Background: an optimization exercise with open tools, aiming at small area. Do not read the settings as production practice. In this exercise RTL edits were held to simulation tests only and were not proved equivalent to the original. Power is estimated from default activity; no workload was simulated.

==> 05-08: inputs <==
// main
module main (
    input wire clk,
    input wire rst,
    input wire fwd_in,
    input wire bwd_in,
    input wire left_in,
    input wire right_in,
    input wire stoplight_in,
    input wire stopsign_in,
    input wire failsafe_in,
    output wire [3:0] m1_out,
    output wire [3:0] m2_out,
    output wire [2:0] md_state,
    input  wire echo_fwd,
    output wire trig_fwd,
    input  wire echo_bwd1,
    output wire trig_bwd1,
    input  wire echo_bwd2,
    output wire trig_bwd2,
    output wire beep_bwd1,
    output wire beep_bwd2,
    input  wire buzzer_in,
    output wire buzzer,
    input wire ld_left,
    input wire ld_right
);
  localparam PS_MODE_STOP = 0, PS_MODE_BEEP = 1;
  wire stop_in, ps_signal_fwd, ps_signal_bwd1, ps_signal_bwd2;
  assign stop_in = stopsign_in | stoplight_in | failsafe_in | ps_signal_fwd;
  assign buzzer  = buzzer_in | ps_signal_fwd;
  assign beep_bwd1 = ps_signal_bwd1;
  assign beep_bwd2 = ps_signal_bwd2;
  localparam [21:0] ALT = 22'h2aaaaa;
  reg [15:0] trig_reg;
  wire [15:0] trig_timer = trig_reg ^ ALT[15:0];
  wire trig_wrap = &(~(trig_timer ^ 16'h20da) | ~16'hffbf);
  always @(posedge clk) begin
    if (rst | trig_wrap) trig_reg <= ALT[15:0];
    else trig_reg <= {trig_timer[14:0], ~(trig_timer[15] ^ trig_timer[6])} ^ ALT[15:0];
  end
  wire trig = ~|trig_timer[15:5] & trig_timer[1] & trig_timer[0] &
              (~trig_timer[4] | trig_timer[2]);
  assign trig_fwd  = trig;
  assign trig_bwd1 = trig;
  assign trig_bwd2 = trig;
  reg [16:0] beep_reg;
  wire [16:0] beep_timer = beep_reg ^ ALT[16:0];
  reg [1:0] beep_quarter;
  reg beep_last;
  wire beep_step_end = &(~(beep_timer ^ 17'h18e84) | ~17'h1fffb);
  always @(posedge clk) begin
  ...
==> flow/config.mk <==
export PLATFORM = sky130hd
export DESIGN_NAME = main
export DESIGN_NICKNAME = main
export VERILOG_FILES = /design/flow/design.v
export SDC_FILE = /design/flow/constraint.sdc
export NUM_CORES = 4
export LEC_CHECK = 0
export CAP_MARGIN = 20
export CORE_MARGIN = 2
export CORE_UTILIZATION = 65
export CTS_BUF_LIST = sky130_fd_sc_hd__clkbuf_8
export SLEW_MARGIN = 20
==> flow/constraint.sdc <==
create_clock -name core_clock -period 20.0 [get_ports {clk}]
set_input_delay 4.0000 -clock core_clock [delete_from_list [all_inputs] [get_ports {clk}]]
set_output_delay 4.0000 -clock core_clock [all_outputs]
set_load 0.01 [all_outputs]
standard.sh (not shown) runs the stock make flow with config.mk's settings and CLKGATE_MAP_FILE= SYNTH_SCRIPT=/design/flow/synth_recipe.tcl, a recipe that flattens the netlist after the stock synthesis.
==> flow/flow/run.sh <==
#!/bin/bash
# Own layout flow: the standard flow (standard.sh) with three changes.
#  1. After the standard synthesis, the gates between the flip-flops are mapped
#     again for area (remap.tcl, ABC script remap.abc). The flip-flops, their
#     names and cell types are those of the standard synthesis.
#  2. The port buffers are the smallest buffer, buf_1.
#  3. Clock tree synthesis uses clkbuf_8 and adds no dummy loads.
# Every tool's full output goes to a log of its own in this folder (and ORFS
# keeps each step's log under orfs/logs/).
set -euo pipefail
work=$(pwd)
R=$work/orfs/results/$FLOW_PLATFORM/main/base
YOSYS=$(command -v yosys || echo "$FLOW_HOME/../tools/install/yosys/bin/yosys")

bash standard.sh synth > 1_standard_synth.log 2>&1

cp "$R/1_2_yosys.v" "$R/1_2_yosys_standard.v"
REMAP_LIB=$FLOW_HOME/platforms/$FLOW_PLATFORM/lib/sky130_fd_sc_hd__tt_025C_1v80.lib \
REMAP_IN=$R/1_2_yosys_standard.v REMAP_OUT=$R/1_2_yosys.v \
REMAP_DONT_USE="$(cat flow/dont_use.txt)" REMAP_ABC=$work/flow/remap.abc \
REMAP_STAT=$work/remap_stat.txt \
  "$YOSYS" -c flow/remap.tcl > 1_remap.log 2>&1

# rebuild the synthesis database from the remapped netlist
bash standard.sh do-1_synth > 1_synth_odb.log 2>&1

bash standard.sh \
  "CTS_ARGS=-sink_clustering_enable -repair_clock_nets -dont_use_dummy_load -buf_list sky130_fd_sc_hd__clkbuf_8" \
  "BUFFER_PORTS_ARGS=-buffer_cell sky130_fd_sc_hd__buf_1" \
  finish > 2_layout.log 2>&1
==> flow/flow/dont_use.txt <==
sky130_fd_sc_hd__probe_p_8 sky130_fd_sc_hd__probec_p_8 sky130_fd_sc_hd__lpflow_bleeder_1 sky130_fd_sc_hd__lpflow_clkbufkapwr_1 sky130_fd_sc_hd__lpflow_clkbufkapwr_16 sky130_fd_sc_hd__lpflow_clkbufkapwr_2 sky130_fd_sc_hd__lpflow_clkbufkapwr_4 sky130_fd_sc_hd__lpflow_clkbufkapwr_8 sky130_fd_sc_hd__lpflow_clkinvkapwr_1 sky130_fd_sc_hd__lpflow_clkinvkapwr_16 sky130_fd_sc_hd__lpflow_clkinvkapwr_2 sky130_fd_sc_hd__lpflow_clkinvkapwr_4 sky130_fd_sc_hd__lpflow_clkinvkapwr_8 sky130_fd_sc_hd__lpflow_decapkapwr_12 sky130_fd_sc_hd__lpflow_decapkapwr_3 sky130_fd_sc_hd__lpflow_decapkapwr_4 sky130_fd_sc_hd__lpflow_decapkapwr_6 sky130_fd_sc_hd__lpflow_decapkapwr_8 sky130_fd_sc_hd__lpflow_inputiso0n_1 sky130_fd_sc_hd__lpflow_inputiso0p_1 sky130_fd_sc_hd__lpflow_inputiso1n_1 sky130_fd_sc_hd__lpflow_inputiso1p_1 sky130_fd_sc_hd__lpflow_inputisolatch_1 sky130_fd_sc_hd__lpflow_isobufsrc_1 sky130_fd_sc_hd__lpflow_isobufsrc_16 sky130_fd_sc_hd__lpflow_isobufsrc_2 sky130_fd_sc_hd__lpflow_isobufsrc_4 sky130_fd_sc_hd__lpflow_isobufsrc_8 sky130_fd_sc_hd__lpflow_isobufsrckapwr_16 sky130_fd_sc_hd__lpflow_lsbuf_lh_hl_isowell_tap_1 sky130_fd_sc_hd__lpflow_lsbuf_lh_hl_isowell_tap_2 sky130_fd_sc_hd__lpflow_lsbuf_lh_hl_isowell_tap_4 sky130_fd_sc_hd__lpflow_lsbuf_lh_isowell_4 sky130_fd_sc_hd__lpflow_lsbuf_lh_isowell_tap_1 sky130_fd_sc_hd__lpflow_lsbuf_lh_isowell_tap_2 sky130_fd_sc_hd__lpflow_lsbuf_lh_isowell_tap_4
==> flow/flow/remap.abc <==
&get -n
&st
&syn2
&dch -f
&nf -R 1000 -p -F 8
&st
&syn3
&dch -f
&nf -R 1000 -p -F 8
&st
&syn2
&dch -f
&nf -R 1000 -p -F 8
&put
==> flow/flow/remap.tcl <==
# Maps the combinational logic of the standard synthesis again, for area.
# The flip-flops of the standard synthesis stay as they are (same instances,
# names and cell types); only the gates between them are rebuilt, by ABC with
# an area-recovering script and without the buffering and upsizing of the
# standard script (the layout's repair steps size the gates instead).
# Reads $::env(REMAP_IN), writes $::env(REMAP_OUT).
yosys -import
set lib $::env(REMAP_LIB)
read_liberty -ignore_miss_func $lib
read_verilog $::env(REMAP_IN)
hierarchy -check -top $::env(FLOW_TOP)
setattr -mod -set keep_hierarchy 1 sky130_fd_sc_hd__dfxtp_1
flatten
# the wires flatten made inside the gate models (gate_instance.pin) must not
# displace the netlist's own net names
yosys rename -hide w:_*_.*
opt
set dont_use {}
foreach c $::env(REMAP_DONT_USE) { lappend dont_use -dont_use $c }
abc -liberty $lib -script $::env(REMAP_ABC) {*}$dont_use
tee -q -o $::env(REMAP_STAT).abc stat -liberty $lib
opt_clean -purge
splitnets
opt_clean -purge
hilomap -singleton -hicell sky130_fd_sc_hd__conb_1 HI -locell sky130_fd_sc_hd__conb_1 LO
insbuf -buf sky130_fd_sc_hd__buf_1 A X
opt_clean -purge
tee -o $::env(REMAP_STAT) stat -liberty $lib
# write main only: the liberty cell models are not part of the netlist
select $::env(FLOW_TOP)
write_verilog -noattr -nohex -nodec -selected $::env(REMAP_OUT)
==> 03-11 (differences from 05-08) <==
--- a/flow/design.v
+++ b/flow/design.v
@@ -92,50 +92,48 @@
   wire measure = ~echo & (~hi_zero | (|lo));
   generate
     if (MODE == PS_MODE_STOP) begin : g_stop
       reg near;
       always @(posedge clk) begin
         if (rst) near <= 0;
         else if (measure) near <= hi_zero & lt(lo, DIST_STOP + 1);
       end
-      localparam [21:0] ALT = 22'h2aaaaa;
-      reg [21:0] timer_reg;
-      wire [21:0] timer = timer_reg ^ ALT;
+      reg [21:0] timer;
       reg detectable;
       wire [21:0] timer_next = {timer[20:0], ~(timer[21] ^ timer[20])};
       wire detect_end   = &(~(timer ^ 22'h0c7a40) | ~22'h25ce7b);   
       wire hold_end     = &(~(timer ^ 22'h300600) | ~22'h3efbfd);   
       wire cooldown_end = &(~(timer ^ 22'h2f0273) | ~22'h3dffff);   
       always @(posedge clk) begin
         if (rst) begin
-          timer_reg <= ALT;
+          timer <= 0;
           detectable <= 1;
           signal <= 0;
         end else if (detectable) begin
           if (~near) begin
             signal <= 0;
-            timer_reg <= ALT;
+            timer  <= 0;
           end else if (~signal) begin
             if (detect_end) begin
               signal <= 1;
-              timer_reg <= ALT;
-            end else timer_reg <= timer_next ^ ALT;
+              timer  <= 0;
+            end else timer <= timer_next;
           end else begin
             if (hold_end) begin
               signal <= 0;
               detectable <= 0;
-              timer_reg <= ALT;
-            end else timer_reg <= timer_next ^ ALT;
+              timer <= 0;
+            end else timer <= timer_next;
           end
         end else begin
           if (cooldown_end) begin
             detectable <= 1;
-            timer_reg <= ALT;
-          end else timer_reg <= timer_next ^ ALT;
+            timer <= 0;
+          end else timer <= timer_next;
         end
       end
     end else begin : g_beep
       reg [1:0] cls;
       always @(posedge clk) begin
         if (rst) cls <= 0;
         else if (measure) begin
           if (~hi_zero | ~lt(lo, DIST_SLOW + 1)) cls <= 0;
@@ -184,37 +182,34 @@
     input wire ld_right
 );
   localparam PS_MODE_STOP = 0, PS_MODE_BEEP = 1;
   wire stop_in, ps_signal_fwd, ps_signal_bwd1, ps_signal_bwd2;
   assign stop_in = stopsign_in | stoplight_in | failsafe_in | ps_signal_fwd;
   assign buzzer  = buzzer_in | ps_signal_fwd;
   assign beep_bwd1 = ps_signal_bwd1;
   assign beep_bwd2 = ps_signal_bwd2;
-  localparam [21:0] ALT = 22'h2aaaaa;
-  reg [15:0] trig_reg;
-  wire [15:0] trig_timer = trig_reg ^ ALT[15:0];
+  reg [15:0] trig_timer;
   wire trig_wrap = &(~(trig_timer ^ 16'h20da) | ~16'hffbf);
   always @(posedge clk) begin
-    if (rst | trig_wrap) trig_reg <= ALT[15:0];
-    else trig_reg <= {trig_timer[14:0], ~(trig_timer[15] ^ trig_timer[6])} ^ ALT[15:0];
+    if (rst | trig_wrap) trig_timer <= 0;
+    else trig_timer <= {trig_timer[14:0], ~(trig_timer[15] ^ trig_timer[6])};
   end
   wire trig = ~|trig_timer[15:5] & trig_timer[1] & trig_timer[0] &
               (~trig_timer[4] | trig_timer[2]);
   assign trig_fwd  = trig;
   assign trig_bwd1 = trig;
   assign trig_bwd2 = trig;
-  reg [16:0] beep_reg;
-  wire [16:0] beep_timer = beep_reg ^ ALT[16:0];
+  reg [16:0] beep_timer;
   reg [1:0] beep_quarter;
   reg beep_last;
   wire beep_step_end = &(~(beep_timer ^ 17'h18e84) | ~17'h1fffb);
   always @(posedge clk) begin
-    if (rst | beep_step_end | beep_last) beep_reg <= ALT[16:0];
-    else beep_reg <= {beep_timer[15:0], ~(beep_timer[16] ^ beep_timer[13])} ^ ALT[16:0];
+    if (rst | beep_step_end | beep_last) beep_timer <= 0;
+    else beep_timer <= {beep_timer[15:0], ~(beep_timer[16] ^ beep_timer[13])};
     if (rst | beep_last) beep_quarter <= 0;
     else if (beep_step_end & ~&beep_quarter) beep_quarter <= beep_quarter + 1'b1;
     beep_last <= ~rst & beep_step_end & (&beep_quarter);
   end
   wire slow_on = ~beep_quarter[1];
   wire fast_on = ~beep_quarter[0] | beep_last;
   motor_driver md (
       .clk(clk),
==> flow/run.sh (new file) <==
#!/bin/bash
# synth_recipe.tcl (not shown) runs the flow's synth.tcl, then flattens the netlist and writes it again
# the make line also repeats each setting of config.mk as NAME=value (left out here)
make -C /OpenROAD-flow-scripts/flow DESIGN_CONFIG=/design/flow/config.mk WORK_HOME=/design/flow/orfs CLKGATE_MAP_FILE= SYNTH_SCRIPT=/design/flow/synth_recipe.tcl finish
Settings changed: CORE_UTILIZATION 65 to 75.
removed: flow/flow/run.sh
removed: flow/flow/dont_use.txt
removed: flow/flow/remap.abc
removed: flow/flow/remap.tcl
removed: flow/standard.sh
==> 11-25 (differences from 05-08) <==
==> flow/flow/remap.abc (replaced) <==
&get -n
&st
&syn2
&dch -f
&nf -R 1000 -p -F 8
&st
&syn3
&dch -f
&nf -R 1000 -p -F 8
&st
&syn2
&dch -f
&nf -R 1000 -p -F 8
&st
&syn3
&dch -f
&nf -R 1000 -p -F 8
&put
Settings changed: CORE_UTILIZATION 65 to 70.
==> qor summary <==
item	11-25	05-08	03-11
Slack of the worst reg-to-reg path	16410 ps	16740 ps	15240 ps
Fraction of power spent switching nets	0.205	0.204	0.217
Clock skew	15.2 ps	19.0 ps	12.5 ps
Int Power	353 uW	353 uW	413 uW
Number of standard cells in the final layout excluding fillers	649	680	646
Switching power of the nets	91.1 uW	90.7 uW	115 uW
Total length of routed wires	8610 um	8670 um	9680 um
Routed length per placed instance	13.3 um	12.7 um	15.0 um
Hold wc startpoint	beep_reg[2]$_SDFF_PP0_	beep_reg[2]$_SDFF_PP0_	ps_fwd.g_stop.timer[8]$_SDFF_PP0_
Status	finished clean	finished clean	finished clean
Cell with the most instances on the worst path	sky130_fd_sc_hd__buf_1	sky130_fd_sc_hd__buf_1	sky130_fd_sc_hd__clkdlybuf4s50_1
Critical Path AT	4370 ps	4380 ps	5130 ps
Aggregate global-route resource usage	0.243	0.230	0.257
Length of the first detailed-routing pass in iterations	4	5	5
Core footprint	6720 um2	7210 um2	7140 um2

re-timing with driven ports:
In the flow no input, the clock included, has a driving cell. The finished layouts below were timed again as built, in two steps.
Step 1 assumes that a clkbuf_16 drives the clock port and a buf_2 every other input.
Step 2 also shifts input and output timing later by t, the mid clock arrival at the registers, as if the neighbouring blocks saw the same clock.
Three values: no drivers, after step 1, after step 2; two values: the first two.
| run | t (ns) | slack for setup (ns) | worst setup path at the end | latest minus earliest clock arrival (ns) | worst slew at a driven data input, ns |
|---|---|---|---|---|---|
| 05-08 | 0.429 | 11.622 / 11.597 / 11.597 | input to output | 0.026 / 0.026 | 0.03 |
| 03-11 | 0.458 | 10.871 / 10.842 / 10.842 | input to output | 0.018 / 0.018 | 0.04 |
| 11-25 | 0.424 | 11.630 / 11.609 / 11.609 | input to output | 0.015 / 0.016 | 0.03 |
After both steps every run listed still meets setup and hold. The setup slack of 03-11, which loses most, moves by -0.029 ns with the drivers and by -0.029 ns with both steps.
